From an optimization exercise on the open Yosys and OpenROAD flow, aimed at small area, a short achievable clock period and few clock cycles; shortcuts taken in it are not production practice.
RTL that was checked went through simulation tests only; none was proved equivalent to the original.
For runs 3 to 5, only the layout was checked, not whether the RTL still works.
Power and IR drop assume default switching activity.

**flow/design.v**
```verilog
module LASER (
    input CLK,
    input RST,
    input  [3:0] X,
    input  [3:0] Y,
    output [3:0] C1X,
    output [3:0] C1Y,
    output [3:0] C2X,
    output [3:0] C2Y,
    output reg DONE
);
reg        scan;           
reg  [5:0] cnt;            
reg  [3:0] ph;             
reg  [3:0] icnt;           
reg        isid;           
reg  [3:0] r0;             
reg  [7:0] Fm;             
reg        pv;             
reg        role;           
reg  [7:0] A;              
reg  [7:0] F;              
wire       read_last = ~scan & (cnt == 6'd40);    
reg  [5:0] best_val;
reg  [7:0] best_pos;
reg  [5:0] mcur;           
reg        eqA;            
wire       stop;           
wire       flush  = RST | stop;
reg        RSTr;           
wire       clr    = RSTr | DONE;   
reg  [15:0] B [0:15];
reg  [3:0]  Xr, Yr;        
reg         pt;            
wire [3:0]  yrow = Yr - ph - 4'd1;     
integer i;
always @(posedge CLK) begin
    RSTr <= RST;
    Xr <= X;
    Yr <= Y;
    pt <= ~RST & ~scan & (cnt != 6'd40);
    for (i = 0; i < 16; i = i + 1) begin
        B[i] <= (clr ? 16'd0 : B[(i + 1) % 16]) | ((pt && yrow == i) ? (16'd1 << Xr) : 16'd0);
    end
end
reg  [16:0] h;
reg  [15:0] fxh;           
reg  [8:0]  vrow;          
wire [3:0]  ph_n = ph + 4'd1;
integer vd;
always @(posedge CLK)
    for (vd = 0; vd < 9; vd = vd + 1)
        vrow[vd] <= ({2'b00, ph_n} + vd >= 4) && ({2'b00, ph_n} + vd <= 19);
genvar gd, gc;
function [16:0] hdec;          
    input [3:0] p, fy;
    reg [4:0] d;
    integer k;
    begin
        d = {1'b0, p} - {1'b0, fy};
        for (k = 0; k < 17; k = k + 1)
            hdec[k] = (d == ((k - 8) & 31));
    end
endfunction
function gt6;
    input [5:0] a, b;
    reg [5:0] g, l;
    reg g10, l10, g32, l32, g54, l54, g30, l30;
    begin
        g = a & ~b;
        l = ~a & b;
        g10 = g[1] | (~l[1] & g[0]);  l10 = l[1] | (~g[1] & l[0]);
        g32 = g[3] | (~l[3] & g[2]);  l32 = l[3] | (~g[3] & l[2]);
        g54 = g[5] | (~l[5] & g[4]);  l54 = l[5] | (~g[5] & l[4]);
        g30 = g32 | (~l32 & g10);     l30 = l32 | (~g32 & l10);
        gt6 = g54 | (~l54 & g30);
    end
endfunction
wire [8:0] B_w [0:15];                               
generate
for (gd = 0; gd < 9; gd = gd + 1) begin : g_row
    localparam integer D = gd - 4;
    wire valid = vrow[gd];
    wire s4 = h[8 - D];
    wire s3 = h[8 - D + 1] | h[8 - D - 1] | h[8 - D + 2] | h[8 - D - 2];
    wire s2 = h[8 - D + 3] | h[8 - D - 3];
    wire s0 = ((8 - D + 4) <= 16 ? h[(8 - D + 4) % 17] : 1'b0) |
              ((8 - D - 4) >= 0  ? h[(8 - D - 4 + 17) % 17] : 1'b0);
    for (gc = 0; gc < 16; gc = gc + 1) begin : g_col
        wire le0 = fxh[gc];
        wire le2 = |(fxh & (32'h1f << gc) >> 2);
        wire le3 = |(fxh & (32'h7f << gc) >> 3);
        wire le4 = |(fxh & (32'h1ff << gc) >> 4);
        wire covf = (s4 & le4) | (s3 & le3) | (s2 & le2) | (s0 & le0);
        assign B_w[gc][gd] = B[(D + 16) % 16][gc] & valid & ~covf;
    end
end
endgenerate
function [1:0] fa;             
    input a, b, c;
    fa = {(a & b) | (a & c) | (b & c), a ^ b ^ c};
endfunction
function [1:0] ha;
    input a, b;
    ha = {a & b, a ^ b};
endfunction
wire [2:0] S2n [0:15];
wire [2:0] S3n [0:15];
generate
for (gc = 0; gc < 16; gc = gc + 1) begin : g_vs
    wire [8:0] w = B_w[gc];
    wire [1:0] f1 = fa(w[2], w[3], w[5]);
    wire [1:0] f2 = fa(f1[0], w[4], w[6]);
    wire [1:0] h1 = ha(f1[1], f2[1]);
    assign S2n[gc] = {h1[1], h1[0], f2[0]};
    wire [1:0] f3 = fa(f2[0], w[1], w[7]);
    wire [1:0] h2 = ha(h1[0], f3[1]);
    assign S3n[gc] = {h1[1] | h2[1], h2[0], f3[0]};
end
endgenerate
reg [2:0] S2 [0:15];
reg [2:0] S3 [0:15];
reg [8:0] V_w [0:15];      
reg [3:0] row1;            
reg       v1, sid1, fst1, lst1, wr1;    
wire      restart;
always @(posedge CLK) begin
    for (i = 0; i < 16; i = i + 1) begin
        S2[i]  <= S2n[i];
        S3[i]  <= S3n[i];
        V_w[i] <= B_w[i] & 9'b100010001;
    end
    row1 <= ph;
    v1   <= scan & ~flush & ~restart;
    sid1 <= isid;
    fst1 <= (icnt == 4'd0);
    lst1 <= (icnt == 4'd15);
    wr1  <= (icnt != 4'd0) && (ph < r0);
    if (icnt == 4'd0)
        r0 <= ph;
end
wire [5:0] cov [0:15];
generate
for (gc = 0; gc < 16; gc = gc + 1) begin : g_cov
    wire [15:0] c1;   
    wire [15:0] c2;   
    wire [15:0] c4;   
    assign c1[0] = S3[gc][0];
    assign c1[1] = V_w[gc][0];
    assign c1[2] = V_w[gc][8];
    assign c1[3] = (gc >= 1)  ? S3[(gc + 15) % 16][0] : 1'b0;
    assign c1[4] = (gc <= 14) ? S3[(gc + 1) % 16][0]  : 1'b0;
    assign c1[5] = (gc >= 2)  ? S3[(gc + 14) % 16][0] : 1'b0;
    assign c1[6] = (gc <= 13) ? S3[(gc + 2) % 16][0]  : 1'b0;
    assign c1[7] = (gc >= 3)  ? S2[(gc + 13) % 16][0] : 1'b0;
    assign c1[8] = (gc <= 12) ? S2[(gc + 3) % 16][0]  : 1'b0;
    assign c1[9] = (gc >= 4)  ? V_w[(gc + 12) % 16][4] : 1'b0;
    assign c1[10] = (gc <= 11) ? V_w[(gc + 4) % 16][4] : 1'b0;
    assign c1[15:11] = 5'd0;
    assign c2[0] = S3[gc][1];
    assign c2[1] = (gc >= 1)  ? S3[(gc + 15) % 16][1] : 1'b0;
    assign c2[2] = (gc <= 14) ? S3[(gc + 1) % 16][1]  : 1'b0;
    assign c2[3] = (gc >= 2)  ? S3[(gc + 14) % 16][1] : 1'b0;
    assign c2[4] = (gc <= 13) ? S3[(gc + 2) % 16][1]  : 1'b0;
    assign c2[5] = (gc >= 3)  ? S2[(gc + 13) % 16][1] : 1'b0;
    assign c2[6] = (gc <= 12) ? S2[(gc + 3) % 16][1]  : 1'b0;
    assign c2[15:7] = 9'd0;
    assign c4[0] = S3[gc][2];
    assign c4[1] = (gc >= 1)  ? S3[(gc + 15) % 16][2] : 1'b0;
    assign c4[2] = (gc <= 14) ? S3[(gc + 1) % 16][2]  : 1'b0;
    assign c4[3] = (gc >= 2)  ? S3[(gc + 14) % 16][2] : 1'b0;
    assign c4[4] = (gc <= 13) ? S3[(gc + 2) % 16][2]  : 1'b0;
    assign c4[5] = (gc >= 3)  ? S2[(gc + 13) % 16][2] : 1'b0;
    assign c4[6] = (gc <= 12) ? S2[(gc + 3) % 16][2]  : 1'b0;
    assign c4[15:7] = 9'd0;
    wire [1:0] a1 = fa(c1[0], c1[1], c1[2]);
    wire [1:0] a2 = fa(c1[3], c1[4], c1[5]);
    wire [1:0] a3 = fa(c1[6], c1[7], c1[8]);
    wire [1:0] b1 = fa(c2[0], c2[1], c2[2]);
    wire [1:0] b2 = fa(c2[3], c2[4], c2[5]);
    wire [1:0] e1 = fa(c4[0], c4[1], c4[2]);
    wire [1:0] e2 = fa(c4[3], c4[4], c4[5]);
    wire [1:0] a4 = fa(a1[0], a2[0], a3[0]);
    wire [1:0] b3 = fa(b1[0], b2[0], c2[6]);
    wire [1:0] b4 = fa(a1[1], a2[1], a3[1]);
    wire [1:0] e3 = fa(e1[0], e2[0], c4[6]);
    wire [1:0] a5 = fa(a4[0], c1[9], c1[10]);       
    wire [1:0] b5 = fa(b3[0], b4[0], a4[1]);
    wire [1:0] e4 = fa(e3[0], b1[1], b2[1]);
    wire [1:0] g1 = fa(e1[1], e2[1], e3[1]);
    wire [1:0] e5 = fa(e4[0], b3[1], b4[1]);
    wire [1:0] g2 = fa(g1[0], e4[1], e5[1]);
    wire [4:0] hsum = {g1[1], g2[0], e5[0], b5[0]} + {g2[1], 1'b0, b5[1], a5[1]};
    assign cov[gc] = {hsum, a5[0]};
end
endgenerate
reg [5:0] cov_r [0:15];
reg [3:0] row2;
reg       v2, sid2, fst2, lst2, wr2;
always @(posedge CLK) begin
    for (i = 0; i < 16; i = i + 1)
        cov_r[i] <= cov[i];
    row2 <= row1;
    v2   <= v1 & ~flush & ~(restart & (sid1 == isid));
    sid2 <= sid1; fst2 <= fst1; lst2 <= lst1; wr2 <= wr1;
end
function gt6c;
    input [5:0] a, b;
    input c;
    reg [5:0] g, l;
    reg g10, l10, g32, l32, g54, l54, g30, l30;
    begin
        g = a & ~b;
        l = ~a & b;
        g10 = g[1] | (~l[1] & (g[0] | (~l[0] & c)));  l10 = l[1] | (~g[1] & l[0]);
        g32 = g[3] | (~l[3] & g[2]);  l32 = l[3] | (~g[3] & l[2]);
        g54 = g[5] | (~l[5] & g[4]);  l54 = l[5] | (~g[5] & l[4]);
        g30 = g32 | (~l32 & g10);     l30 = l32 | (~g32 & l10);
        gt6c = g54 | (~l54 & g30);
    end
endfunction
function [9:0] pick;           
    input [9:0] a, b;
    pick = gt6(b[9:4], a[9:4]) ? b : a;
endfunction
reg [5:0] gv_r [0:1];
reg [2:0] gi_r [0:1];
reg [3:0] row3;
reg       wr3;
genvar gg;
generate
for (gg = 0; gg < 2; gg = gg + 1) begin : g_half
    wire [9:0] p0 = pick({cov_r[8*gg],     4'd0}, {cov_r[8*gg + 1], 4'd1});
    wire [9:0] p1 = pick({cov_r[8*gg + 2], 4'd2}, {cov_r[8*gg + 3], 4'd3});
    wire [9:0] p2 = pick({cov_r[8*gg + 4], 4'd4}, {cov_r[8*gg + 5], 4'd5});
    wire [9:0] p3 = pick({cov_r[8*gg + 6], 4'd6}, {cov_r[8*gg + 7], 4'd7});
    wire [9:0] p  = pick(pick(p0, p1), pick(p2, p3));
    always @(posedge CLK) begin
        gv_r[gg] <= p[9:4];
        gi_r[gg] <= p[2:0];
    end
end
endgenerate
reg       v3, sid3, fst3, lst3;
wire [7:0] Ac = (v3 & lst3) ? F : A;
always @(posedge CLK) begin
    row3 <= row2;
    v3   <= v2 & ~flush & ~(restart & (sid2 == isid));
    sid3 <= sid2; fst3 <= fst2; lst3 <= lst2; wr3 <= wr2;
    if (v2 && row2 == Ac[7:4])
        mcur <= cov_r[Ac[3:0]];
end
wire       hi   = gt6(gv_r[1], gv_r[0]);
wire [5:0] rmax = hi ? gv_r[1] : gv_r[0];
wire [3:0] rarg = hi ? {1'b1, gi_r[1]} : {1'b0, gi_r[0]};
reg        best_wr;        
wire       tb       = wr3 & ~best_wr;
wire       w0       = gt6c(gv_r[0], best_val, tb);
wire       w1       = gt6c(gv_r[1], best_val, tb);
wire       take     = v3 & (fst3 | (hi ? w1 : w0));
wire [7:0] best_pos_n = take ? {row3, rarg} : best_pos;
assign     restart  = take & (sid3 != isid);
wire       m0       = gt6(gv_r[0], mcur);
wire       m1       = gt6(gv_r[1], mcur);
wire       change   = ~pv | gt6(best_val, mcur) | (take & (hi ? m1 : m0));
wire       eqA_n    = take ? ({row3, rarg} == A) : eqA;
assign     stop     = v3 & lst3 & ~change;
always @(posedge CLK) begin
    if (take) begin
        best_val <= rmax;
        best_pos <= {row3, rarg};
        best_wr  <= wr3;
        eqA      <= ({row3, rarg} == A);
    end
end
always @(posedge CLK) begin
    if (RST) begin
        scan <= 1'b0;
        cnt  <= 6'd0;
        DONE <= 1'b0;
        ph   <= 4'd0;
    end else begin
        DONE <= stop;
        ph   <= ph + 4'd1;
        if (~scan) begin
            cnt  <= read_last ? 6'd0 : cnt + 6'd1;
            scan <= read_last;
        end else if (stop) begin
            scan <= 1'b0;
        end
    end
end
wire       fm_load = restart | (icnt == 4'd15);
wire [3:0] ph1 = ph + 4'd1;
always @(posedge CLK) begin
    if (~scan)
        fxh <= 16'd1;
    else if (take & fm_load)
        fxh <= 16'd1 << rarg;
    else if (icnt == 4'd15)
        fxh <= 16'd1 << best_pos[3:0];
    else
        fxh <= fxh;
end
always @(posedge CLK) begin
    if (~scan)
        h <= hdec(ph1, 4'd0);
    else if (take & fm_load)
        h <= hdec(ph1, row3);
    else if (icnt == 4'd15)
        h <= hdec(ph1, best_pos[7:4]);
    else
        h <= hdec(ph1, Fm[7:4]);
end
always @(posedge CLK) begin
    if (~scan) begin
        icnt <= 4'd0;
        isid <= 1'b0;
        Fm   <= 8'd0;
    end else if (restart) begin
        icnt <= 4'd0;
        Fm   <= best_pos_n;
    end else begin
        icnt <= icnt + 4'd1;
        if (icnt == 4'd15) begin
            isid <= ~isid;
            Fm   <= best_pos_n;        
        end
    end
end
always @(posedge CLK) begin
    if (~scan) begin
        A <= 8'd0; F <= 8'd0; role <= 1'b0; pv <= 1'b0;
    end else begin
        if (v3 & lst3) begin
            pv    <= pv | ~eqA_n;
            F     <= best_pos_n;
            A     <= F;
            role  <= ~role;
        end
    end
end
assign C1X = role ? F[3:0] : A[3:0];
assign C1Y = role ? F[7:4] : A[7:4];
assign C2X = role ? A[3:0] : F[3:0];
assign C2Y = role ? A[7:4] : F[7:4];
endmodule
```
**flow/flow/run.sh**
```bash
#!/bin/bash
set -e
cp standard.sh standard.sh.log.txt 2>/dev/null || true
sed -i 's/^export SETUP_SLACK_MARGIN.*$//' config.mk
echo "export SETUP_SLACK_MARGIN = ${MARGIN:-8}" >> config.mk
bash standard.sh > standard.log 2>&1
```
**flow/standard.sh**
```bash
#!/bin/bash
# synth_recipe.tcl (not shown) runs the flow's synth.tcl, then flattens the netlist and writes it again
# the make line also repeats each setting of config.mk as NAME=value (left out here)
make -C /OpenROAD-flow-scripts/flow DESIGN_CONFIG=/design/flow/config.mk WORK_HOME=/design/flow/orfs CLKGATE_MAP_FILE= SYNTH_SCRIPT=/design/flow/synth_recipe.tcl "${@:-finish}"
```
**flow/config.mk**
```make
export PLATFORM = sky130hd
export DESIGN_NAME = LASER
export DESIGN_NICKNAME = LASER
export VERILOG_FILES = /design/flow/design.v
export SDC_FILE = /design/flow/constraint.sdc
export NUM_CORES = 4
export LEC_CHECK = 0
export CAP_MARGIN = 20
export CORE_MARGIN = 2
export CORE_UTILIZATION = 40
export SLEW_MARGIN = 20
export SETUP_SLACK_MARGIN = 8
```
**flow/constraint.sdc**
```tcl
create_clock -name core_clock -period 11.0 [get_ports {CLK}]
set_input_delay 2.2000 -clock core_clock [delete_from_list [all_inputs] [get_ports {CLK}]]
set_output_delay 2.2000 -clock core_clock [all_outputs]
set_load 0.01 [all_outputs]
```
==> flow_summary.yaml, run 1 <==
outcome:
  status: "timing/DRC/antenna clean"
setup_path:
  cp.arrival_ps: 4220
  worstSetupEndpoint: "gv_r[1][3]$_DFF_P_"
  crit_type: "flip-flop to flip-flop"
  end_kind: "flip-flop"
  crit_start: "cov_r[12][0]$_DFF_P_"
  r2r-end: "gv_r[1][3]$_DFF_P_"
  rr_startpoint: "cov_r[12][0]$_DFF_P_"
  r2r_cells: 15
  cp.required_ps: 11460
  worstSetupStartpointType: "flip-flop"
  critPathMaxFanout: 5
  r2r_slack_ps: 7240
routing:
  wirelength_um: 135700
  wl_per_cell_um: 24.88
  postRouteAntennaNets: 0
  dr_wl_met3_um: 9851
  vias: 31169
  drc_errors: 0
  met1_length_um: 56050
  drtPass1Iterations: 6
  first_iter_violations: 3134
  routed-wl-met2_um: 60460
  via_per_inst: 5.715
  top_layer: "met5"
clocking:
  cts_sinks: 658
  insertion_delay_ps: 650
  cts_root_buf: "clkbuf_16"
  cts_tree: "built"
  clk_pin_slew_ps: 60
  htree_levels: 3
  cts_made_buffers: 71
  clockBufferDepth: 3
  ctsHoldBuffers: 0
die:
  io_pins: 27
  die_x_um: 309.5
  dieArea_mm2: 0.09581
  coreArea_mm2: 0.09291
  fp-row-count: 112
  start_util_pct: 40.19
  die_y_um: 309.5
timing:
  clock.fmax_mhz: 265.9
  finalCritPeriodShare_pct: 34.19
  finalHoldViolations: 0
  tightest_slew_ps: 1268
  rsz0062_at_grt: "yes"
  tns_ps: 0
  period_needed_ps: 3761
  finalSetupViolCount: 0
  report.final.slew_viol_count: 0
  whs_ps: 326.0
  relSlewSlack_pct: 15.41
  finalClockSkew_ps: 38.36
global_routing:
  grt_antenna_before_repair: 1
  grt_max_degree: 211
  grt_pass1_wl_um: 196000
  first_global_vias: 29954
  grt_use_total_pct: 27.46
  grt_overflow_total: 0
final_layout:
  drive_above_1_share_pct: 30.79
  fillers: 8202
  diodes: 0
  area_growth_pct: 29.28
  final_nets: 4613
  stdcell_area_mm2: 0.04827
yosys:
  ys_warn_count: 8
  synth_edf_count: 17
  ys_async_sr_fraction_pct: 0
  netlist_instances: 3886
  synth_area_leaders: "dfxtp_1 (34%), fa_1 (17%), inv_1 (5.4%)"
  synthesis.nets: 4354
  synth_top_area_share_pct: 34.37
  ys_ff_latch: 658
  dominantRegCellSynth: "dfxtp_1"
  mappedNetlistArea_mm2: 0.03734
  syn_area_per_cell_um2: 9.609
  ys_seq_area_share_pct: 35.73
  ys_types: 83
  yosysTopAreaCell: "dfxtp_1"
placement:
  placed_area_mm2: 0.03959
  gp_congestion: 0.9984
  port_buffers: 26
  dp_hpwl_um: 96070
worst_hold_path:
  hp-class: "flip-flop to flip-flop"
power:
  p_per_area_mw_per_mm2: 127.6
  p_leak_nw: 19.59
  vdd_drop_max_uv: 143.4
run:
  drv_cap: 0
placed cells by master, fill, tap and decap left out, types with 42 or more instances in the layout:
| master | count |
|---|---|
| fa_2 | 91 |
| nor2_1 | 133 |
| inv_1 | 447 |
| buf_6 | 109 |
| buf_4 | 236 |
| inv_2 | 84 |
| dfxtp_1 | 537 |
| o2111ai_1 | 109 |
| o21ai_0 | 111 |
| fa_1 | 221 |
| clkbuf_16 | 74 |
| a221o_1 | 98 |
| nand2_1 | 350 |
| dfxtp_4 | 42 |
| a21oi_1 | 88 |
| a22o_1 | 188 |
| ha_1 | 111 |
| dfxtp_2 | 62 |
metal layers:
metal  vias up  global-route usage [%]
li1      14017                       -
met2      1563                   43.52
met1     15096                   36.07
met4         2                   14.53
met3       491                   4.468
met5         -                       0
repair_timing:
| action | 4_1_cts | 5_1_grt |
|---|---|---|
| setup endpoints to repair | 477 | 408 |
| pin swaps | 295 | 206 |
| cloned | 14 | 2 |
| resized for setup | 632 | 254 |
| setup buffers | 244 | 97 |
cells by family after synthesis:
group | after synthesis | share of synthesized area [%]
compound gates | 971 | 19.76
xor+xnor | 69 | 1.618
fa+ha+maj | 497 | 22.68
buf+inv | 765 | 7.734
flops | 658 | 35.73
mux | 79 | 2.265
simple gates | 847 | 10.21
worst min-delay path by stage:
stage	start	slack (ps)	depth (start not counted)	to
final	wr2$_DFF_P_	330	0	wr3$_DFF_P_
after global routing	fst1$_DFF_P_	330	0	fst2$_DFF_P_
after CTS	wr2$_DFF_P_	330	0	wr3$_DFF_P_
after detailed placement	wr2$_DFF_P_	310	0	wr3$_DFF_P_
after global placement	row1[2]$_DFF_P_	310	0	row2[2]$_DFF_P_
after floorplan	fst1$_DFF_P_	310	0	fst2$_DFF_P_
per-stage QoR:
stage               std cells  util (%)  worst slack, ps  total power, mW
floorplan                3886         -             7218            3.125
global placement         4968     42.61             6370            3.347
detailed placement       4968     42.61             6343            3.340
CTS                      5354     49.90             7221            6.036
global route             5454     51.96             7117            6.352
finish                   5454     51.96             7239            6.158
registers in the layout, summed over array words and instances, names as in the netlist, 6 cells and up:
| name | flops |
|---|---|
| S3 | 48 |
| gi_r | 6 |
| vrow | 9 |
| F | 8 |
| cnt | 6 |
| cov_r | 96 |
| best_val | 6 |
| V_w | 48 |
| fxh | 16 |
| S2 | 48 |
| A | 8 |
| B | 256 |
| h | 17 |
| best_pos | 8 |
| gv_r | 12 |
| mcur | 6 |
area by class of cell:
| cell class | count | area, µm² | share of cell area (%) |
|---|---|---|---|
| Multi-Input combinational cell | 2472 | 24680 | 51.12 |
| Sequential cell | 658 | 13580 | 28.13 |
| Timing Repair Buffer | 402 | 4058 | 8.405 |
| Clock buffer | 102 | 2056 | 4.258 |
| Inverter | 540 | 2052 | 4.251 |
| Tap cell | 1254 | 1569 | 3.250 |
| Clock inverter | 26 | 284.0 | 0.5884 |
synthesized netlist by cell type, types with 11 or more instances:
master / instances
a21oi_1: 128
inv_1: 537
a22oi_1: 33
and2_1: 14
nand4_1: 15
nor3_1: 28
a221o_1: 98
o221ai_1: 19
nor2b_1: 31
and3_1: 11
o22ai_1: 13
a221oi_1: 52
o21ai_0: 149
clkbuf_1: 212
mux2_2: 37
or2_2: 21
xor2_1: 39
a21o_1: 33
o2111ai_1: 119
nor2_1: 196
a211oi_1: 22
nor4_1: 13
or4_1: 11
dfxtp_1: 641
edfxtp_1: 17
maj3_1: 33
ha_1: 146
a31oi_1: 24
mux2i_1: 40
nand3_1: 43
xnor2_1: 30
nand2b_1: 48
fa_1: 312
a22o_1: 188
nand2_1: 386
critical path: stages (launching register included):
cell and delay [ps]:
dfxtp_2 390, nand4b_1 300, a211oi_2 340, buf_4 170, o31a_1 180, a211oi_1 70, maj3_2 350, a211oi_4 260
buf_6 140, mux2i_4 300, o211ai_1 140, a21o_1 210, buf_6 130, a21oi_4 180, nor4_4 50, a211o_1 390
power breakdown:
part / switching, mW / internal, mW / total, mW
clock: 1.02 / 1.39 / 2.40
sequential: 0.115 / 2.45 / 2.57
combinational: 0.654 / 0.537 / 1.19
Testbench counts, summed over its fixed seeds: cycles 11,952.
==> run 2, diff against run 1 <==
==> flow/run.sh (new file) <==
#!/bin/bash
# synth_recipe.tcl (not shown) runs the flow's synth.tcl, then flattens the netlist and writes it again
# the make line also repeats each setting of config.mk as NAME=value (left out here)
make -C /OpenROAD-flow-scripts/flow DESIGN_CONFIG=/design/flow/config.mk WORK_HOME=/design/flow/orfs CLKGATE_MAP_FILE= SYNTH_SCRIPT=/design/flow/synth_recipe.tcl finish
--- a/flow/config.mk
+++ b/flow/config.mk
@@ -10,3 +10,3 @@
 export CORE_UTILIZATION = 40
+export SETUP_SLACK_MARGIN = 5
 export SLEW_MARGIN = 20
-export SETUP_SLACK_MARGIN = 8
removed: flow/flow/run.sh
removed: flow/standard.sh
==> flow_summary.yaml, run 2 <==
routing:
  wirelength_um: 120900
  wl_per_cell_um: 23.62
  via_per_inst: 5.622
  drtPass1Iterations: 6
  routed-wl-met2_um: 52620
  vias: 28792
  drc_errors: 0
  dr_wl_met3_um: 8218
  first_iter_violations: 3168
  met1_length_um: 53800
  postRouteAntennaNets: 0
  top_layer: "met4"
yosys:
  ys_async_sr_fraction_pct: 0
  yosysMostFrequentCell: "dfxtp_1"
  syn_area_per_cell_um2: 9.609
  synth_top_area_share_pct: 34.37
  synthTopCellsByCount: "dfxtp_1 (641), inv_1 (537), nand2_1 (386)"
  synth_edf_count: 17
  ys_ff_latch: 658
  ys_warn_count: 8
  netlist_instances: 3886
  yosysTopAreaCell: "dfxtp_1"
  mappedNetlistArea_mm2: 0.03734
  ys_seq_area_share_pct: 35.73
  ys_types: 83
  synthesis.nets: 4354
  synth_area_leaders: "dfxtp_1 (34%), fa_1 (17%), inv_1 (5.4%)"
  dominantRegCellSynth: "dfxtp_1"
clocking:
  cts_root_buf: "clkbuf_16"
  cts_made_buffers: 72
  cts.repair.resized: 0
  clockBufferDepth: 3
  cts_tree: "built"
  htree_levels: 3
  insertion_delay_ps: 640
  post_cts_buffers: 0
  cts_sinks: 658
  clk_pin_slew_ps: 60
  ctsHoldBuffers: 0
die:
  coreArea_mm2: 0.09291
  io_pins: 27
  dieArea_mm2: 0.09581
  die_x_um: 309.5
  start_util_pct: 40.19
  fp-row-count: 112
  die_y_um: 309.5
global_routing:
  grt_pass1_wl_um: 181300
  grt_use_total_pct: 25.20
  grt_antenna_before_repair: 0
  grt_overflow_total: 0
  grt_max_degree: 117
  first_global_vias: 27866
timing:
  clock.fmax_mhz: 191.1
  finalHoldViolations: 0
  finalSetupViolCount: 0
  timing.final.ws_setup_ps: 5768
  report.final.slew_viol_count: 0
  finalCritPeriodShare_pct: 47.57
  rsz0062_at_grt: "no"
  tightest_slew_ps: 1222
  period_needed_ps: 5232
  finalClockSkew_ps: 39.87
  relSlewSlack_pct: 18.47
  tns_ps: 0
placement:
  dp_slack_ps: 5880
  port_buffers: 26
  dp_hpwl_um: 94390
  gp_congestion: 1.001
setup_path:
  crit_type: "flip-flop to flip-flop"
  worstSetupStartpointType: "flip-flop"
  cp.required_ps: 11510
  end_kind: "flip-flop"
  critPathMaxFanout: 17
  cp.arrival_ps: 5740
final_layout:
  largest_registers: "B x256, cov_r x96"
  fillers: 8891
  max_flop_register: "B"
  layout_common_cells: "dfxtp_1 (641), inv_1 (537), nand2_1 (386), fa_1 (312), a22o_1 (188)"
  largest_reg_flops: 256
  final_nets: 4279
  layout_commonest_cell: "dfxtp_1"
  area_growth_pct: 10.27
  drive_above_1_share_pct: 6.984
power:
  p_per_area_mw_per_mm2: 139.6
  p_leak_nw: 17.25
  vdd_drop_max_uv: 120.6
worst_hold_path:
  hp-class: "flip-flop to flip-flop"
run:
  drv_cap: 0
outcome:
  status: "timing/DRC/antenna clean"
[run 2: layer usage]
| metal | up-vias | GRT usage, % |
|---|---|---|
| met5 | - | 0 |
| met4 | 0 | 11.53 |
| met3 | 338 | 4.713 |
| met2 | 1208 | 38.54 |
| met1 | 13952 | 34.57 |
| li1 | 13294 | - |
[run 2: final timing paths]
check                       from                to  slack [ps]  cells after the start
max          fxh[8]$_SDFFE_PN0P_  S3[9][1]$_DFF_P_        5770                     10
min                 lst1$_DFF_P_      lst2$_DFF_P_         320                      0
max reg2reg  fxh[8]$_SDFFE_PN0P_  S3[9][1]$_DFF_P_        5770                     10
min reg2reg         lst1$_DFF_P_      lst2$_DFF_P_         320                      0
[run 2: cell type report]
type / instances / area, µm² / area share (%)
tap: 1254 / 1569 / 3.810
antenna: 1 / 2.502 / 0.006077
timing repair buffer: 76 / 639.4 / 1.553
sequential: 658 / 13340 / 32.40
clock buffer: 98 / 2072 / 5.032
clock inverter: 31 / 337.8 / 0.8204
multi-input combinational: 2463 / 21190 / 51.45
inverter: 540 / 2027 / 4.923
[run 2: metrics by stage]
step	std cells	cell area (µm²)	power [mW]	hold WS (ps)	util (%)
detailed placement	4988	38730	3.315	312.1	41.69
CTS	5117	41140	5.776	312.6	44.28
global route	5120	41170	5.950	316.0	44.32
floorplan	3886	37340	3.071	309.6	-
finish	5121	41180	5.748	315.8	44.32
global placement	4988	38730	3.316	310.7	41.69
[run 2: cells by family after synthesis]
group                    after synthesis  share of synthesized area [%]
buffers and inverters                765                          7.734
adder cells (fa/ha/maj)              497                          22.68
AO/OA/AOI/OAI                        971                          19.76
flip-flops                           658                          35.73
multiplexers                          79                          2.265
AND/OR/NAND/NOR                      847                          10.21
XOR/XNOR                              69                          1.618
[run 2: worst max-delay path, stage by stage, from the launching register on]
cell	delay [ps]
dfxtp_1	510
nor3_1	590
nor2b_1	720
nand2_1	380
or3_1	530
a221o_1	420
fa_1	570
fa_1	460
fa_1	430
inv_1	80
fa_1	410
[run 2: power by group]
group | leakage [nW] | switching [mW] | internal (mW)
logic | 10.7 | 0.482 | 0.254
registers | 5.34 | 0.0920 | 2.45
clock network | 1.19 | 1.02 | 1.45
total | 17.2 | 1.59 | 4.16
==> run 3, diff against run 2 <==
--- a/flow/design.v
+++ b/flow/design.v
@@ -342,6 +342,16 @@
 end
-assign C1X = role ? F[3:0] : A[3:0];
-assign C1Y = role ? F[7:4] : A[7:4];
-assign C2X = role ? A[3:0] : F[3:0];
-assign C2Y = role ? A[7:4] : F[7:4];
+reg [7:0] C1r, C2r;
+always @(posedge CLK) begin
+    if (~scan) begin
+        C1r <= 8'd0;
+        C2r <= 8'd0;
+    end else if (v3 & lst3) begin
+        if (role) C2r <= best_pos_n;
+        else      C1r <= best_pos_n;
+    end
+end
+assign C1X = C1r[3:0];
+assign C1Y = C1r[7:4];
+assign C2X = C2r[3:0];
+assign C2Y = C2r[7:4];
 endmodule
==> flow/flow/run.sh (new file) <==
#!/bin/bash
set -e
cp standard.sh standard.sh.log.txt 2>/dev/null || true
sed -i 's/^export SETUP_SLACK_MARGIN.*$//' config.mk
echo "export SETUP_SLACK_MARGIN = ${MARGIN:-7}" >> config.mk
bash standard.sh > standard.log 2>&1
==> flow/standard.sh (new file) <==
#!/bin/bash
# synth_recipe.tcl (not shown) runs the flow's synth.tcl, then flattens the netlist and writes it again
# the make line also repeats each setting of config.mk as NAME=value (left out here)
make -C /OpenROAD-flow-scripts/flow DESIGN_CONFIG=/design/flow/config.mk WORK_HOME=/design/flow/orfs CLKGATE_MAP_FILE= SYNTH_SCRIPT=/design/flow/synth_recipe.tcl "${@:-finish}"
--- a/flow/config.mk
+++ b/flow/config.mk
@@ -10,3 +10,3 @@
 export CORE_UTILIZATION = 40
-export SETUP_SLACK_MARGIN = 5
 export SLEW_MARGIN = 20
+export SETUP_SLACK_MARGIN = 7
removed: flow/run.sh
==> flow_summary.yaml, run 3 <==
routing:
  first_iter_violations: 2704
  wl_per_cell_um: 22.11
  drc_errors: 0
  drtPass1Iterations: 8
  vias: 28355
  wirelength_um: 113600
  postRouteAntennaNets: 0
  via_per_inst: 5.521
setup_path:
  critPathBufInv: 2
  path_cells: "or2_4, nor4_1, buf_4, nand2_4, or3_4, a221o_1, fa_1, fa_1, fa_1, inv_1, fa_1"
  crit_start: "fxh[11]$_SDFFE_PN0P_"
  cpLargestDelayFamily: "adder cells"
  cp.arrival_ps: 4470
  end_kind: "flip-flop"
  cp.required_ps: 11510
  crit_type: "flip-flop to flip-flop"
  critPathMaxFanout: 13
  worstSetupStartpointType: "flip-flop"
  cpMostUsedCell: "fa_1"
  crit_slowest_cell: "fa_1"
  slowest_delay_ps: 560
  rr_startpoint: "fxh[11]$_SDFFE_PN0P_"
final_layout:
  layout_common_cells: "dfxtp_1 (636), inv_1 (528), nand2_1 (377), fa_1 (312), a22o_1 (193)"
  largest_registers: "B x256, cov_r x96"
  drive_above_1_share_pct: 9.508
  layout_commonest_cell: "dfxtp_1"
  max_flop_register: "B"
  area_growth_pct: 12.52
  final_nets: 4284
  fillers: 8857
  largest_reg_flops: 256
placement:
  dp_slack_ps: 6036
  dp_hpwl_um: 89040
  port_buffers: 26
  gp_congestion: 0.9701
timing:
  tns_ps: 0
  finalCritPeriodShare_pct: 36.01
  relSlewSlack_pct: 20.14
  clock.fmax_mhz: 252.5
  rsz0062_at_grt: "yes"
  report.final.slew_viol_count: 0
  finalHoldViolations: 0
  timing.final.ws_setup_ps: 7039
  finalSetupViolCount: 0
  finalClockSkew_ps: 30.63
  period_needed_ps: 3961
  tightest_slew_ps: 1198
yosys:
  ys_ff_latch: 674
  ys_types: 93
  synth_area_leaders: "dfxtp_1 (35%), fa_1 (17%), inv_1 (5.3%)"
  ys_async_sr_fraction_pct: 0
  dominantRegCellSynth: "dfxtp_1"
  netlist_instances: 3883
  ys_seq_area_share_pct: 36.35
  synth_top_area_share_pct: 34.99
  ys_warn_count: 8
  syn_area_per_cell_um2: 9.680
  synthesis.nets: 4344
  synthTopCellsByCount: "dfxtp_1 (657), inv_1 (529), nand2_1 (387)"
  yosysMostFrequentCell: "dfxtp_1"
  yosysTopAreaCell: "dfxtp_1"
  mappedNetlistArea_mm2: 0.03759
  synth_edf_count: 17
power:
  p_leak_nw: 17.46
  p_per_area_mw_per_mm2: 143.2
  vdd_drop_max_uv: 136.2
worst_hold_path:
  min_from: "fst2$_DFF_P_"
  hp-class: "flip-flop to flip-flop"
die:
  start_util_pct: 40.34
  die_x_um: 310.5
  dieArea_mm2: 0.09644
  io_pins: 27
  fp-row-count: 112
  coreArea_mm2: 0.09319
  die_y_um: 310.5
run:
  drv_cap: 0
clocking:
  insertion_delay_ps: 650
  htree_levels: 3
  clk_pin_slew_ps: 60
  clockBufferDepth: 3
  cts_made_buffers: 75
  ctsHoldBuffers: 0
  cts_sinks: 674
  cts_tree: "built"
  cts_root_buf: "clkbuf_16"
global_routing:
  grt_overflow_total: 0
  grt_antenna_before_repair: 2
  grt_use_total_pct: 23.02
  grt_max_degree: 240
  first_global_vias: 27725
  grt_pass1_wl_um: 172300
outcome:
  status: "timing/DRC/antenna clean"
## run 3: cell families (layout without fill, tap and decap cells)
family                   Yosys count  count (layout)  synth area share [%]
XOR/XNOR                          70              70                 1.631
flip-flops                       674             674                 36.35
adder cells (fa/ha/maj)          485             485                 22.18
other                              0               1                     0
buffers and inverters            751             749                 7.529
multiplexers                      60              60                 1.698
AO/OA/AOI/OAI                    981             981                 20.27
AND/OR/NAND/NOR                  862             862                 10.34
## run 3: repair_timing
action	4_1_cts	5_1_grt
pin swaps	8	13
cloned	0	0
resized for setup	65	56
setup endpoints to repair	72	60
buffers inserted	11	15
## run 3: final timing paths
check        slack, ps               end  cells after the start
max               7040  S3[7][1]$_DFF_P_                     11
min                330      fst3$_DFF_P_                      0
max reg2reg       7040  S3[7][1]$_DFF_P_                     11
min reg2reg        330      fst3$_DFF_P_                      0
## run 3: through the flow
stage	power [mW]	hold slack (ps)	instances	util (%)	instance area, µm²
2_1_floorplan	3.151	309.6	3883	-	37610
3_3_place_gp	3.394	312.6	4973	41.77	38920
3_5_place_dp	3.392	312.1	4973	41.77	38920
4_1_cts	6.057	326.5	5119	44.99	41920
5_1_grt	6.271	331.4	5135	45.38	42290
6_report	6.055	325.2	5136	45.39	42300
## run 3: where the power goes
part / total, mW / switching, mW / internal (mW)
logic: 0.775 / 0.482 / 0.293
clock network: 2.64 / 1.09 / 1.56
registers: 2.64 / 0.121 / 2.52
total: 6.05 / 1.69 / 4.37
## run 3: cell type report
type                       instances  area, µm²  share of cell area, %
antenna                            1      2.502               0.005916
clock buffer                     102       2140                  5.059
clock inverter                    33      504.2                  1.192
inverter                         530       1989                  4.704
multi-input combinational       2458      21660                  51.21
sequential                       674      13700                  32.38
tap                             1254       1569                  3.710
timing repair buffer              84      735.7                  1.739
## run 3: metal layers
layer	GRT usage [%]	routed length [µm]
met1	32.32	52580
met2	35.02	49140
met3	3.484	6451
met4	10.35	5379
met5	0	0
==> run 4, diff against run 3 <==
--- a/flow/config.mk
+++ b/flow/config.mk
@@ -9,3 +9,3 @@
 export CORE_MARGIN = 2
-export CORE_UTILIZATION = 40
+export CORE_UTILIZATION = 65
 export SLEW_MARGIN = 20
==> flow_summary.yaml, run 4 <==
yosys:
  synthesis.nets: 4344
  ys_types: 93
  yosysTopAreaCell: "dfxtp_1"
  ys_warn_count: 8
  synth_top_area_share_pct: 34.99
  synthTopCellsByCount: "dfxtp_1 (657), inv_1 (529), nand2_1 (387)"
  synth_area_leaders: "dfxtp_1 (35%), fa_1 (17%), inv_1 (5.3%)"
  ys_seq_area_share_pct: 36.35
  ys_async_sr_fraction_pct: 0
  yosysMostFrequentCell: "dfxtp_1"
  dominantRegCellSynth: "dfxtp_1"
  ys_ff_latch: 674
  netlist_instances: 3883
  syn_area_per_cell_um2: 9.680
  synth_edf_count: 17
  mappedNetlistArea_mm2: 0.03759
die:
  fp-row-count: 88
  start_util_pct: 65.40
  io_pins: 27
  die_y_um: 244.5
  die_x_um: 244.5
  dieArea_mm2: 0.05977
  coreArea_mm2: 0.05748
setup_path:
  crit_slowest_cell: "dfxtp_2"
  r2r_slack_ps: 7010
  rr_startpoint: "cov_r[0][0]$_DFF_P_"
  end_kind: "flip-flop"
  critPathMaxFanout: 5
  cpMostUsedCell: "maj3_2"
  cp.arrival_ps: 4480
  slowest_delay_ps: 350
  r2r_cells: 14
  cp.depth: 14
  critPathBufInv: 2
  cp.required_ps: 11490
  cpLargestDelayFamily: "multiplexers"
  r2r-end: "gv_r[0][0]$_DFF_P_"
  path_cells: "nand2b_1, maj3_2, o211a_4, nor2_4, mux2_4, maj3_2, maj3_2, o21ai_4, buf_4, mux2_2, a22oi_2, o32ai_4, buf_4, mux2_4"
  worstSetupStartpointType: "flip-flop"
  crit_type: "flip-flop to flip-flop"
clocking:
  cts_made_buffers: 70
  htree_levels: 3
  cts_root_buf: "clkbuf_16"
  clockBufferDepth: 3
  cts_sinks: 674
  clk_pin_slew_ps: 60
  cts_tree: "built"
  ctsHoldBuffers: 0
  insertion_delay_ps: 630
worst_hold_path:
  min_from: "fst1$_DFF_P_"
  hp-class: "flip-flop to flip-flop"
  min_path_cells: 0
  hold_end: "fst2$_DFF_P_"
routing:
  first_iter_violations: 3738
  wirelength_um: 122900
  vias: 30669
  postRouteAntennaNets: 0
  drc_errors: 0
  drtPass1Iterations: 7
  wl_per_cell_um: 26.45
  via_per_inst: 6.600
timing:
  finalClockSkew_ps: 38.69
  rsz0062_at_grt: "yes"
  finalHoldViolations: 0
  clock.fmax_mhz: 250.5
  tightest_slew_ps: 1228
  report.final.slew_viol_count: 0
  finalSetupViolCount: 0
  period_needed_ps: 3991
  whs_ps: 327.9
  tns_ps: 0
  finalCritPeriodShare_pct: 36.28
  relSlewSlack_pct: 18.02
global_routing:
  grt_max_degree: 120
  grt_antenna_before_repair: 2
  grt_use_total_pct: 40.64
  grt_overflow_total: 0
  grt_pass1_wl_um: 184800
  first_global_vias: 31065
power:
  vdd_drop_max_uv: 143.9
  p_total_mw: 5.961
  p_per_area_mw_per_mm2: 143.3
  p_leak_nw: 17.41
final_layout:
  instances_no_fill: 4647
  max_flop_register: "B"
  layout_commonest_cell: "dfxtp_1"
  layout_common_cells: "dfxtp_1 (627), inv_1 (528), nand2_1 (379), fa_1 (312), a22o_1 (193)"
  fillers: 3922
  largest_registers: "B x256, cov_r x96"
  drive_above_1_share_pct: 9.791
  area_growth_pct: 10.67
  final_nets: 4288
  largest_reg_flops: 256
run:
  drv_cap: 0
placement:
  port_buffers: 26
  dp_hpwl_um: 92420
  gp_congestion: 1.073
  dp_cells: 4480
outcome:
  status: "timing/DRC/antenna clean"
-- run 4: changes by cell type in the layout (fill, tap and decap cells not counted), sizes merged --
| cell | change |
|---|---|
| bufinv | +1 |
| inv | -1 |
| o21ai | +1 |
| buf | +7 |
| clkinvlp | -1 |
| clkbuf | -6 |
| clkinv | -1 |
-- run 4: timing repair --
| action | in CTS | in global routing |
|---|---|---|
| setup endpoints to repair | 84 | 66 |
| gates cloned | 0 | 2 |
| setup buffers | 22 | 16 |
| gates resized for setup | 81 | 62 |
| pin swaps | 10 | 18 |
-- run 4: worst max-delay path by stage --
stage,slack (ps),start,to
3_3_place_gp,6010,fxh[3]$_SDFFE_PN0P_,S3[5][1]$_DFF_P_
3_5_place_dp,6210,gv_r[0][0]$_DFF_P_,fxh[5]$_SDFFE_PN0P_
2_1_floorplan,7010,fxh[10]$_SDFFE_PN0P_,S3[7][1]$_DFF_P_
6_report,7010,cov_r[0][0]$_DFF_P_,gv_r[0][0]$_DFF_P_
5_1_grt,6860,cov_r[5][0]$_DFF_P_,gv_r[0][0]$_DFF_P_
4_1_cts,7000,fxh[11]$_SDFFE_PN0P_,S3[7][1]$_DFF_P_
-- run 4: cell type report --
class / count / area, µm² / area share (%)
sequential: 674 / 13710 / 32.97
multi-input combinational: 2459 / 21680 / 52.13
inverter: 530 / 1989 / 4.783
antenna: 1 / 2.502 / 0.006016
clock inverter: 31 / 447.9 / 1.077
tap: 765 / 957.2 / 2.301
timing repair buffer: 92 / 805.8 / 1.937
clock buffer: 95 / 1997 / 4.801
-- run 4: power breakdown --
part / switching [mW] / total [mW] / internal (mW)
Sequential: 0.131 / 2.65 / 2.52
Clock: 1.04 / 2.51 / 1.48
Combinational: 0.501 / 0.799 / 0.298
-- run 4: per-layer routing --
metal	global-route usage, %	part of all wire (%)	wire length (µm)	up-vias
met5	0	0	0	-
met2	66.51	46	57090	1853
met4	22.49	6.5	8037	0
met3	7.540	8.5	10420	499
met1	51.02	39	47370	14949
li1	-	-	-	13368
-- run 4: cells by family after synthesis --
| family | count (synthesis) | synth area share (%) |
|---|---|---|
| fa+ha+maj | 485 | 22.18 |
| simple gates | 862 | 10.34 |
| xor+xnor | 70 | 1.631 |
| compound gates | 981 | 20.27 |
| flops | 674 | 36.35 |
| mux | 60 | 1.698 |
| buf+inv | 751 | 7.529 |
-- run 4: per-stage QoR --
step / util [%] / setup slack (ps) / instance area, µm²
6_report: 72.37 / 7009 / 41600
5_1_grt: 72.37 / 6856 / 41590
4_1_cts: 71.67 / 7004 / 41190
3_5_place_dp: 66.56 / 6214 / 38260
3_3_place_gp: 66.55 / 6007 / 38250
2_1_floorplan: - / 7011 / 37610
==> run 5, diff against run 4 <==
--- a/flow/design.v
+++ b/flow/design.v
@@ -232,10 +232,21 @@
 for (gg = 0; gg < 2; gg = gg + 1) begin : g_half
-    wire [9:0] p0 = pick({cov_r[8*gg],     4'd0}, {cov_r[8*gg + 1], 4'd1});
-    wire [9:0] p1 = pick({cov_r[8*gg + 2], 4'd2}, {cov_r[8*gg + 3], 4'd3});
-    wire [9:0] p2 = pick({cov_r[8*gg + 4], 4'd4}, {cov_r[8*gg + 5], 4'd5});
-    wire [9:0] p3 = pick({cov_r[8*gg + 6], 4'd6}, {cov_r[8*gg + 7], 4'd7});
-    wire [9:0] p  = pick(pick(p0, p1), pick(p2, p3));
+    reg [7:0] alive, hit;
+    reg [5:0] mx;
+    reg [2:0] ix;
+    integer bb, kk;
+    always @(*) begin
+        alive = 8'hff;
+        for (bb = 5; bb >= 0; bb = bb - 1) begin
+            for (kk = 0; kk < 8; kk = kk + 1)
+                hit[kk] = alive[kk] & cov_r[8*gg + kk][bb];
+            mx[bb] = |hit;
+            if (|hit) alive = hit;
+        end
+        ix = 3'd0;
+        for (kk = 7; kk >= 0; kk = kk - 1)
+            if (alive[kk]) ix = kk[2:0];
+    end
     always @(posedge CLK) begin
-        gv_r[gg] <= p[9:4];
-        gi_r[gg] <= p[2:0];
+        gv_r[gg] <= mx;
+        gi_r[gg] <= ix;
     end
--- a/flow/config.mk
+++ b/flow/config.mk
@@ -9,3 +9,3 @@
 export CORE_MARGIN = 2
-export CORE_UTILIZATION = 65
+export CORE_UTILIZATION = 40
 export SLEW_MARGIN = 20
==> flow_summary.yaml, run 5 <==
global_routing:
  grt_max_degree: 97
  first_global_vias: 28235
  grt.busiest_layer: "met2"
  grt_antenna_before_repair: 4
  met1_usage_pct: 34.56
  grtUsageMet2_pct: 40.14
  grt_use_total_pct: 25.27
  grt_pass1_wl_um: 182200
  grt_use_met3_pct: 4.130
  grt_overflow_total: 0
power:
  p_per_area_mw_per_mm2: 138.8
  vdd_drop_max_uv: 112.1
  p_total_mw: 6.104
  p_leak_nw: 18.68
yosys:
  netlist_instances: 3779
  syn_area_per_cell_um2: 9.782
  synth_area_leaders: "dfxtp_1 (36%), fa_1 (17%), inv_1 (5.4%)"
  dominantRegCellSynth: "dfxtp_1"
  yosysMostFrequentCell: "dfxtp_1"
  ys_ff_latch: 674
  ys_warn_count: 8
  synth_top_area_share_pct: 35.58
  ys_async_sr_fraction_pct: 0
  mappedNetlistArea_mm2: 0.03697
  yosysTopAreaCell: "dfxtp_1"
  synthesis.nets: 4240
  synth_edf_count: 17
  ys_seq_area_share_pct: 36.96
  synthTopCellsByCount: "dfxtp_1 (657), inv_1 (534), nand2_1 (367)"
  ys_types: 96
final_layout:
  largest_registers: "B x256, cov_r x96"
  area_growth_pct: 18.98
  layout_commonest_cell: "dfxtp_1"
  stdcell_area_mm2: 0.04398
  largest_reg_flops: 256
  fillers: 8427
  diodes: 0
  layout_common_cells: "dfxtp_1 (625), inv_1 (522), nand2_1 (344), fa_1 (304), a22o_1 (189)"
  drive_above_1_share_pct: 17.28
  final_nets: 4331
  max_flop_register: "B"
routing:
  postRouteAntennaNets: 0
  drc_errors: 0
  first_iter_violations: 2980
  drtPass1Iterations: 7
  via_per_inst: 5.686
  vias: 29082
  wl_per_cell_um: 23.71
  wirelength_um: 121300
setup_path:
  cp.arrival_ps: 5370
  cpLargestDelayFamily: "compound AO/OA/AOI/OAI gates"
  critPathMaxFanout: 8
  critPathBufInv: 3
  worstSetupStartpointType: "flip-flop"
  end_kind: "flip-flop"
  crit_type: "flip-flop to flip-flop"
  cp.required_ps: 11570
  slowest_delay_ps: 580
  path_cells: "or4_4, buf_12, nor2_8, o21ai_1, nor4_1, nor4_1, buf_4, and4_4, o211a_1, a2111oi_4, and4_4, o221a_2, a22oi_1, and4_4, o211a_4, a2111oi_4, buf_6, o221ai_4, a21boi_2, a2bb2oi_2"
  crit_slowest_cell: "or4_4"
  cpMostUsedCell: "and4_4"
run:
  drv_cap: 0
timing:
  relSlewSlack_pct: 24.14
  tightest_slew_ps: 1134
  finalHoldViolations: 0
  tns_ps: 0
  finalClockSkew_ps: 32.42
  clock.fmax_mhz: 208.5
  rsz0062_at_grt: "yes"
  whs_ps: 325.3
  finalSetupViolCount: 0
  period_needed_ps: 4795
  report.final.slew_viol_count: 0
  finalCritPeriodShare_pct: 43.59
clocking:
  cts_tree: "built"
  clk_pin_slew_ps: 60
  cts_made_buffers: 73
  clockBufferDepth: 3
  insertion_delay_ps: 650
  htree_levels: 3
  cts_root_buf: "clkbuf_16"
  cts_sinks: 674
  ctsHoldBuffers: 0
die:
  start_util_pct: 40.33
  die_y_um: 308.0
  io_pins: 27
  fp-row-count: 111
  coreArea_mm2: 0.09166
  dieArea_mm2: 0.09486
  die_x_um: 308.0
worst_hold_path:
  hp-class: "flip-flop to flip-flop"
placement:
  dp_hpwl_um: 92110
  port_buffers: 26
  placed_area_mm2: 0.03832
  gp_congestion: 0.9997
outcome:
  status: "timing/DRC/antenna clean"
==> run 5: cell types whose count changed after synthesis, sizes merged, moves of 16 or more <==
cell / previous run / this run
nand2b: 50 / 27
o21ai: 148 / 166
nor2: 207 / 159
o2111ai: 130 / 114
nand2: 387 / 367
mux2: 21 / 2
a21oi: 119 / 79
nor2b: 33 / 50
a22oi: 34 / 52
a221oi: 47 / 66
mux2i: 39 / 16
o211a: 4 / 25
==> run 5: cell families (layout without fill, tap and decap cells) <==
kind of cell             Yosys count  count (layout)  synth area share [%]
multiplexers                      18              18                0.4942
XOR/XNOR                          69              69                 1.635
flip-flops                       674             674                 36.96
buffers and inverters            776             921                 8.056
AO/OA/AOI/OAI                    954             954                 20.24
AND/OR/NAND/NOR                  810             815                 10.27
adder cells (fa/ha/maj)          478             478                 22.35
==> run 5: what timing repair did <==
item                                    4_1_cts  5_1_grt
setup buffers                               103       80
pin swaps                                    89      112
gates cloned                                  6        0
endpoints found under the setup margin      126       95
gates resized for setup                     227      153
==> run 5: final timing paths <==
kind / start / endpoint / slack [ps] / cells after the start
worst max-delay path: cov_r[13][5]$_DFF_P_ / gi_r[1][0]$_SDFF_PP0_ / 6200 / 20
worst min-delay path: fst1$_DFF_P_ / fst2$_DFF_P_ / 330 / 0
worst max register to register: cov_r[13][5]$_DFF_P_ / gi_r[1][0]$_SDFF_PP0_ / 6200 / 20
worst min register to register: fst1$_DFF_P_ / fst2$_DFF_P_ / 330 / 0
==> run 5: worst register-to-register path: stages (launching register included) <==
cell       delay, ps
dfxtp_4          360
or4_4            580
buf_12           160
nor2_8           120
o21ai_1           90
nor4_1           220
nor4_1           110
buf_4            160
and4_4           220
o211a_1          250
a2111oi_4        330
and4_4           340
o221a_2          270
a22oi_1          100
and4_4           220
o211a_4          260
a2111oi_4        330
buf_6            190
o221ai_4         110
a21boi_2         190
a2bb2oi_2        130
==> run 5: final cells by class <==
class	instances	area, µm²	area share [%]
clock buffer	97	2068	4.702
clock inverter	37	459.2	1.044
inverter	539	2033	4.623
multi-input combinational	2334	21920	49.85
sequential	674	13760	31.28
tap	1186	1484	3.374
timing repair buffer	248	2257	5.132
==> run 5: report_power, final <==
| part | internal, mW | switching, mW |
|---|---|---|
| registers | 2.51 | 0.112 |
| logic | 0.416 | 0.538 |
| clock network | 1.45 | 1.08 |
| total | 4.37 | 1.73 |
==> run 5: routing by layer <==
metal  up-vias  routed length, µm
met5         -                 13
met2      1378              54320
met3       360               8482
met4         2               5718
met1     14099              52760
li1      13243                  -
==> run 5: stage by stage <==
| step | setup WS, ps | instances | util (%) |
|---|---|---|---|
| after floorplan | 6489 | 3779 | - |
| after global placement | 5401 | 4792 | 41.80 |
| after detailed placement | 5404 | 4792 | 41.80 |
| after CTS | 6353 | 5035 | 46.52 |
| after global routing | 6072 | 5115 | 47.98 |
| final | 6205 | 5115 | 47.98 |
==> run 6, diff against run 5 <==
--- a/flow/design.v
+++ b/flow/design.v
@@ -20,4 +20,5 @@
 reg        role;           
-reg  [7:0] A;              
-reg  [7:0] F;              
+reg  [7:0] C1r, C2r;       
+wire [7:0] A = role ? C2r : C1r;
+wire [7:0] F = role ? C1r : C2r;
 wire       read_last = ~scan & (cnt == 6'd40);    
@@ -46,3 +47,4 @@
 reg  [16:0] h;
-reg  [15:0] fxh;           
+reg  [15:1] fxt;           
+wire [31:0] fge = {8'h00, fxt, 9'h1ff};
 reg  [8:0]  vrow;          
@@ -89,6 +91,6 @@
     for (gc = 0; gc < 16; gc = gc + 1) begin : g_col
-        wire le0 = fxh[gc];
-        wire le2 = |(fxh & (32'h1f << gc) >> 2);
-        wire le3 = |(fxh & (32'h7f << gc) >> 3);
-        wire le4 = |(fxh & (32'h1ff << gc) >> 4);
+        wire le0 = fge[gc + 8]     & ~fge[gc + 8 + 1];
+        wire le2 = fge[gc + 8 - 2] & ~fge[gc + 8 + 3];
+        wire le3 = fge[gc + 8 - 3] & ~fge[gc + 8 + 4];
+        wire le4 = fge[gc + 8 - 4] & ~fge[gc + 8 + 5];
         wire covf = (s4 & le4) | (s3 & le3) | (s2 & le2) | (s0 & le0);
@@ -123,5 +125,4 @@
 reg [8:0] V_w [0:15];      
-reg [3:0] row1;            
 reg       v1, sid1, fst1, lst1, wr1;    
-wire      restart;
+reg       restart;         
 always @(posedge CLK) begin
@@ -132,3 +133,2 @@
     end
-    row1 <= ph;
     v1   <= scan & ~flush & ~restart;
@@ -197,3 +197,3 @@
 reg [5:0] cov_r [0:15];
-reg [3:0] row2;
+wire [3:0] row2 = ph - 4'd2;    
 reg       v2, sid2, fst2, lst2, wr2;
@@ -202,3 +202,2 @@
         cov_r[i] <= cov[i];
-    row2 <= row1;
     v2   <= v1 & ~flush & ~(restart & (sid1 == isid));
@@ -227,3 +226,3 @@
 reg [2:0] gi_r [0:1];
-reg [3:0] row3;
+wire [3:0] row3 = ph - 4'd3;
 reg       wr3;
@@ -232,21 +231,10 @@
 for (gg = 0; gg < 2; gg = gg + 1) begin : g_half
-    reg [7:0] alive, hit;
-    reg [5:0] mx;
-    reg [2:0] ix;
-    integer bb, kk;
-    always @(*) begin
-        alive = 8'hff;
-        for (bb = 5; bb >= 0; bb = bb - 1) begin
-            for (kk = 0; kk < 8; kk = kk + 1)
-                hit[kk] = alive[kk] & cov_r[8*gg + kk][bb];
-            mx[bb] = |hit;
-            if (|hit) alive = hit;
-        end
-        ix = 3'd0;
-        for (kk = 7; kk >= 0; kk = kk - 1)
-            if (alive[kk]) ix = kk[2:0];
-    end
+    wire [9:0] p0 = pick({cov_r[8*gg],     4'd0}, {cov_r[8*gg + 1], 4'd1});
+    wire [9:0] p1 = pick({cov_r[8*gg + 2], 4'd2}, {cov_r[8*gg + 3], 4'd3});
+    wire [9:0] p2 = pick({cov_r[8*gg + 4], 4'd4}, {cov_r[8*gg + 5], 4'd5});
+    wire [9:0] p3 = pick({cov_r[8*gg + 6], 4'd6}, {cov_r[8*gg + 7], 4'd7});
+    wire [9:0] p  = pick(pick(p0, p1), pick(p2, p3));
     always @(posedge CLK) begin
-        gv_r[gg] <= mx;
-        gi_r[gg] <= ix;
+        gv_r[gg] <= p[9:4];
+        gi_r[gg] <= p[2:0];
     end
@@ -255,5 +243,4 @@
 reg       v3, sid3, fst3, lst3;
-wire [7:0] Ac = (v3 & lst3) ? F : A;
+wire [7:0] Ac = (v3e & lst3) ? F : A;
 always @(posedge CLK) begin
-    row3 <= row2;
     v3   <= v2 & ~flush & ~(restart & (sid2 == isid));
@@ -270,5 +257,7 @@
 wire       w1       = gt6c(gv_r[1], best_val, tb);
-wire       take     = v3 & (fst3 | (hi ? w1 : w0));
+wire       v3e      = v3 & ~(restart & (sid3 == isid));
+wire       take     = v3e & (fst3 | (hi ? w1 : w0));
 wire [7:0] best_pos_n = take ? {row3, rarg} : best_pos;
-assign     restart  = take & (sid3 != isid);
+always @(posedge CLK)
+    restart <= scan & ~flush & take & ((sid3 != isid) | (icnt == 4'd15));
 wire       m0       = gt6(gv_r[0], mcur);
@@ -277,3 +266,3 @@
 wire       eqA_n    = take ? ({row3, rarg} == A) : eqA;
-assign     stop     = v3 & lst3 & ~change;
+assign     stop     = v3e & lst3 & ~change;
 always @(posedge CLK) begin
@@ -307,9 +296,6 @@
     if (~scan)
-        fxh <= 16'd1;
-    else if (take & fm_load)
-        fxh <= 16'd1 << rarg;
-    else if (icnt == 4'd15)
-        fxh <= 16'd1 << best_pos[3:0];
-    else
-        fxh <= fxh;
+        fxt <= 15'd0;
+    else if (fm_load)
+        for (vd = 1; vd < 16; vd = vd + 1)
+            fxt[vd] <= (best_pos[3:0] >= vd);
 end
@@ -318,5 +304,3 @@
         h <= hdec(ph1, 4'd0);
-    else if (take & fm_load)
-        h <= hdec(ph1, row3);
-    else if (icnt == 4'd15)
+    else if (fm_load)
         h <= hdec(ph1, best_pos[7:4]);
@@ -332,3 +316,3 @@
         icnt <= 4'd0;
-        Fm   <= best_pos_n;
+        Fm   <= best_pos;
     end else begin
@@ -337,3 +321,3 @@
             isid <= ~isid;
-            Fm   <= best_pos_n;        
+            Fm   <= best_pos;          
         end
@@ -343,8 +327,6 @@
     if (~scan) begin
-        A <= 8'd0; F <= 8'd0; role <= 1'b0; pv <= 1'b0;
+        role <= 1'b0; pv <= 1'b0;
     end else begin
-        if (v3 & lst3) begin
+        if (v3e & lst3) begin
             pv    <= pv | ~eqA_n;
-            F     <= best_pos_n;
-            A     <= F;
             role  <= ~role;
@@ -353,3 +335,2 @@
 end
-reg [7:0] C1r, C2r;
 always @(posedge CLK) begin
@@ -358,3 +339,3 @@
         C2r <= 8'd0;
-    end else if (v3 & lst3) begin
+    end else if (v3e & lst3) begin
         if (role) C2r <= best_pos_n;
==> flow/flow/run.sh (replaced) <==
#!/bin/bash
set -e
cp standard.sh standard.sh.log.txt 2>/dev/null || true
sed -i 's/^export SETUP_SLACK_MARGIN.*$//' config.mk
echo "export SETUP_SLACK_MARGIN = ${MARGIN:-7.5}" >> config.mk
bash standard.sh > standard.log 2>&1
--- a/flow/config.mk
+++ b/flow/config.mk
@@ -11,2 +11,2 @@
 export SLEW_MARGIN = 20
-export SETUP_SLACK_MARGIN = 7
+export SETUP_SLACK_MARGIN = 7.5
==> flow_summary.yaml, run 6 <==
outcome:
  status: "timing/DRC/antenna clean"
die:
  fp-row-count: 112
  io_pins: 27
  dieArea_mm2: 0.09575
  coreArea_mm2: 0.09291
  start_util_pct: 40.17
  die_y_um: 309.4
  die_x_um: 309.4
run:
  drv_cap: 0
yosys:
  ys_seq_area_share_pct: 35.11
  ys_async_sr_fraction_pct: 0
  yosysTopAreaCell: "dfxtp_1"
  dominantRegCellSynth: "dfxtp_1"
  synth_edf_count: 17
  synth_top_family_by_area: "adder cells"
  synth-xor-area-share_pct: 1.713
  yosysMostFrequentCell: "dfxtp_1"
  yosys.area_share.simple_pct: 11.00
  muxShareOfSynthArea_pct: 1.834
  synth_adder_area_share_pct: 22.44
  ys_types: 108
  synthesis.nets: 4389
  synth_top_area_share_pct: 33.74
  syn_area_per_cell_um2: 9.500
  synth_compound_area_share_pct: 20.27
  synthTopCellsByCount: "dfxtp_1 (629), inv_1 (525), fa_1 (311)"
  mappedNetlistArea_mm2: 0.03732
  ys_ff_latch: 646
  ys_warn_count: 8
  netlist_instances: 3928
  synth_area_leaders: "dfxtp_1 (34%), fa_1 (17%), inv_1 (5.3%)"
timing:
  clock.fmax_mhz: 268.1
  finalSetupViolCount: 0
  finalHoldViolations: 0
  finalClockSkew_ps: 33.28
  timing.final.ws_setup_ps: 7269
  relSlewSlack_pct: 12.79
  finalCritPeriodShare_pct: 33.91
  period_needed_ps: 3731
  rsz0062_at_grt: "yes"
  report.final.slew_viol_count: 0
  tns_ps: 0
  tightest_slew_ps: 1275
power:
  p_int_mw: 4.283
  p_per_area_mw_per_mm2: 135.6
  pwr-share-clk_pct: 41.0
  comb_power_share_pct: 17.2
  p_leak_nw: 18.28
  p_total_mw: 6.053
  switching_power_mw: 1.770
  p_sw_share_pct: 29.24
  seqPwrFrac_pct: 41.8
  vdd_drop_max_uv: 203.3
global_routing:
  grt_use_total_pct: 28.41
  grt_pass1_wl_um: 200600
  grt_overflow_total: 0
  grt_max_degree: 114
  grt_antenna_before_repair: 3
  first_global_vias: 29648
setup_path:
  r2r_cells: 13
  cp.arrival_ps: 4240
  r2r_slack_ps: 7270
  r2r-end: "gv_r[0][0]$_DFF_P_"
  worstSetupStartpointType: "flip-flop"
  end_kind: "flip-flop"
  rr_startpoint: "cov_r[2][5]$_DFF_P_"
  crit_type: "flip-flop to flip-flop"
  critPathMaxFanout: 9
  cp.required_ps: 11510
final_layout:
  area_growth_pct: 19.64
  largest_reg_flops: 256
  drive_above_1_share_pct: 19.09
  instances_no_fill: 5325
  stdcell_area_mm2: 0.04465
  max_flop_register: "B"
  layout_commonest_cell: "dfxtp_1"
  layout_common_cells: "dfxtp_1 (532), inv_1 (504), nand2_1 (294), fa_1 (287), nor2_1 (240)"
  final_nets: 4474
  largest_registers: "B x256, cov_r x96"
clocking:
  cts_tree: "built"
  htree_levels: 3
  cts_made_buffers: 70
  cts_sinks: 646
  insertion_delay_ps: 660
  clockBufferDepth: 3
  clk_pin_slew_ps: 60
  cts_root_buf: "clkbuf_16"
  ctsHoldBuffers: 0
placement:
  port_buffers: 26
  gp_congestion: 1.007
  placed_area_mm2: 0.03886
  dp_hpwl_um: 104800
  dp_cells: 5056
  dp_slack_ps: 6761
routing:
  drtPass1Iterations: 6
  first_iter_violations: 2847
  wl_per_cell_um: 26.30
  drc_errors: 0
  postRouteAntennaNets: 0
  via_per_inst: 5.739
  wirelength_um: 140000
  vias: 30562
worst_hold_path:
  hp-class: "flip-flop to flip-flop"
  min_path_cells: 0
  hold_end: "lst2$_DFF_P_"
  min_from: "lst1$_DFF_P_"
run 6: cell count changes after synthesis, moves of 31 or more:
cell / before / now
nor2_1: 158 / 268
o2111ai_1: 113 / 18
o211ai_1: 16 / 86
nand2_1: 367 / 301
o21ai_0: 151 / 205
a21oi_1: 78 / 120
nand2b_1: 27 / 69
mux2i_1: 16 / 49
o22ai_1: 6 / 37
run 6: what timing repair did:
item,CTS,global route
pin swaps,60,111
buffers inserted,76,53
cloned,3,6
gates resized for setup,346,274
setup endpoints to repair,350,207
run 6: critical path, stage by stage (launching register included):
cell and delay [ps]:
dfxtp_4 390, nand2b_1 200, a21bo_1 210, o22a_1 230, nor2b_2 200, a2111oi_4 400
a2111oi_4 70, a211oi_4 350, mux2i_2 430, o21ai_2 110, maj3_2 340, a31oi_4 170
and2_4 200, mux2_4 290
run 6: worst max path at each step:
| stage | depth (start not counted) | to | startpoint |
|---|---|---|---|
| after floorplan | 14 | gv_r[0][0]$_DFF_P_ | cov_r[7][4]$_DFF_P_ |
| after global placement | 13 | C2r[5]$_SDFFE_PN0P_ | gv_r[1][0]$_DFF_P_ |
| after detailed placement | 12 | v3$_DFF_P_ | gv_r[1][1]$_DFF_P_ |
| after CTS | 10 | S3[5][1]$_DFF_P_ | h[8]$_DFF_P_ |
| after global routing | 15 | gv_r[0][0]$_DFF_P_ | cov_r[3][4]$_DFF_P_ |
| final | 13 | gv_r[0][0]$_DFF_P_ | cov_r[2][5]$_DFF_P_ |
run 6: area by class of cell:
class	instances	area (µm²)
Sequential cell	646	13330
Clock inverter	35	470.5
Inverter	533	2057
Multi-Input combinational cell	2534	22890
Antenna cell	1	2.502
Timing Repair Buffer	228	2362
Clock buffer	94	1963
Fill cell	8677	48260
Tap cell	1254	1569
run 6: metal layers:
layer | track usage [%] | vias to the layer above | wire [µm]
met4 | 16.39 | 2 | 9752
met1 | 37.20 | 14967 | 58340
met5 | 0 | - | 13
li1 | - | 13719 | -
met3 | 4.304 | 436 | 9576
met2 | 44.74 | 1438 | 62350
run 6: kinds of logic after synthesis:
kind of cell / Yosys count
AOI/OAI and AO/OA: 1028
buffers and inverters: 748
adders and majority gates: 489
DFF: 646
xor gates and xnor gates: 73
and+or+nand+nor: 879
muxes: 65
run 6: stage by stage:
stage                     hold slack (ps)  util, %
final                               326.9    48.06
after global routing                337.6    48.05
after CTS                           329.6    46.32
after detailed placement            317.9    41.83
after global placement              312.6    41.83
after floorplan                     309.6        -
run 6: power groups by stage:
stage | registers [mW] | logic [mW] | clock network, mW
after floorplan | 2.50 | 0.533 | 0
after global placement | 2.58 | 0.721 | 0
after detailed placement | 2.58 | 0.719 | 0
after CTS | 2.53 | 0.880 | 2.52
after global routing | 2.53 | 1.09 | 2.61
final | 2.53 | 1.04 | 2.48
Testbench counts of run 6, summed over its fixed seeds: cycles 12,021.

==> afterwards: timing with drivers on the ports <==
The flow's constraints put no driver on any port. The routed layouts listed below were extracted and timed again, unchanged, in two steps. Step 1: set_driving_cell puts a clkbuf_16 on CLK and a buf_2 on each other input, an assumption about the parent block. Step 2, shift: input delay + t, output delay - t, t = (earliest + latest rising clock arrival at the registers) / 2. This alone moves slack from input paths to output paths. Slacks: ideal / step 1 / step 2; pairs: ideal / step 1.
run | shift t [ns] | setup WS [ns] | hold slack, ns | slew at the worst register clock pin (ns)
run 1 | 0.695 | 7.239 / 7.173 / 7.239 | 0.326 / 0.326 / 0.326 | 0.08 / 0.08
run 2 | 0.682 | 5.768 / 5.768 / 5.768 | 0.316 / 0.316 / 0.316 | 0.07 / 0.07
run 3 | 0.696 | 7.039 / 7.039 / 7.039 | 0.325 / 0.325 / 0.325 | 0.07 / 0.07
run 4 | 0.676 | 7.009 / 7.009 / 7.009 | 0.328 / 0.328 / 0.328 | 0.07 / 0.07
run 5 | 0.693 | 6.205 / 6.205 / 6.205 | 0.325 / 0.325 / 0.325 | 0.07 / 0.07
run 6 | 0.706 | 7.269 / 7.269 / 7.269 | 0.327 / 0.327 / 0.327 | 0.08 / 0.08
After both steps every run listed still meets setup and hold.
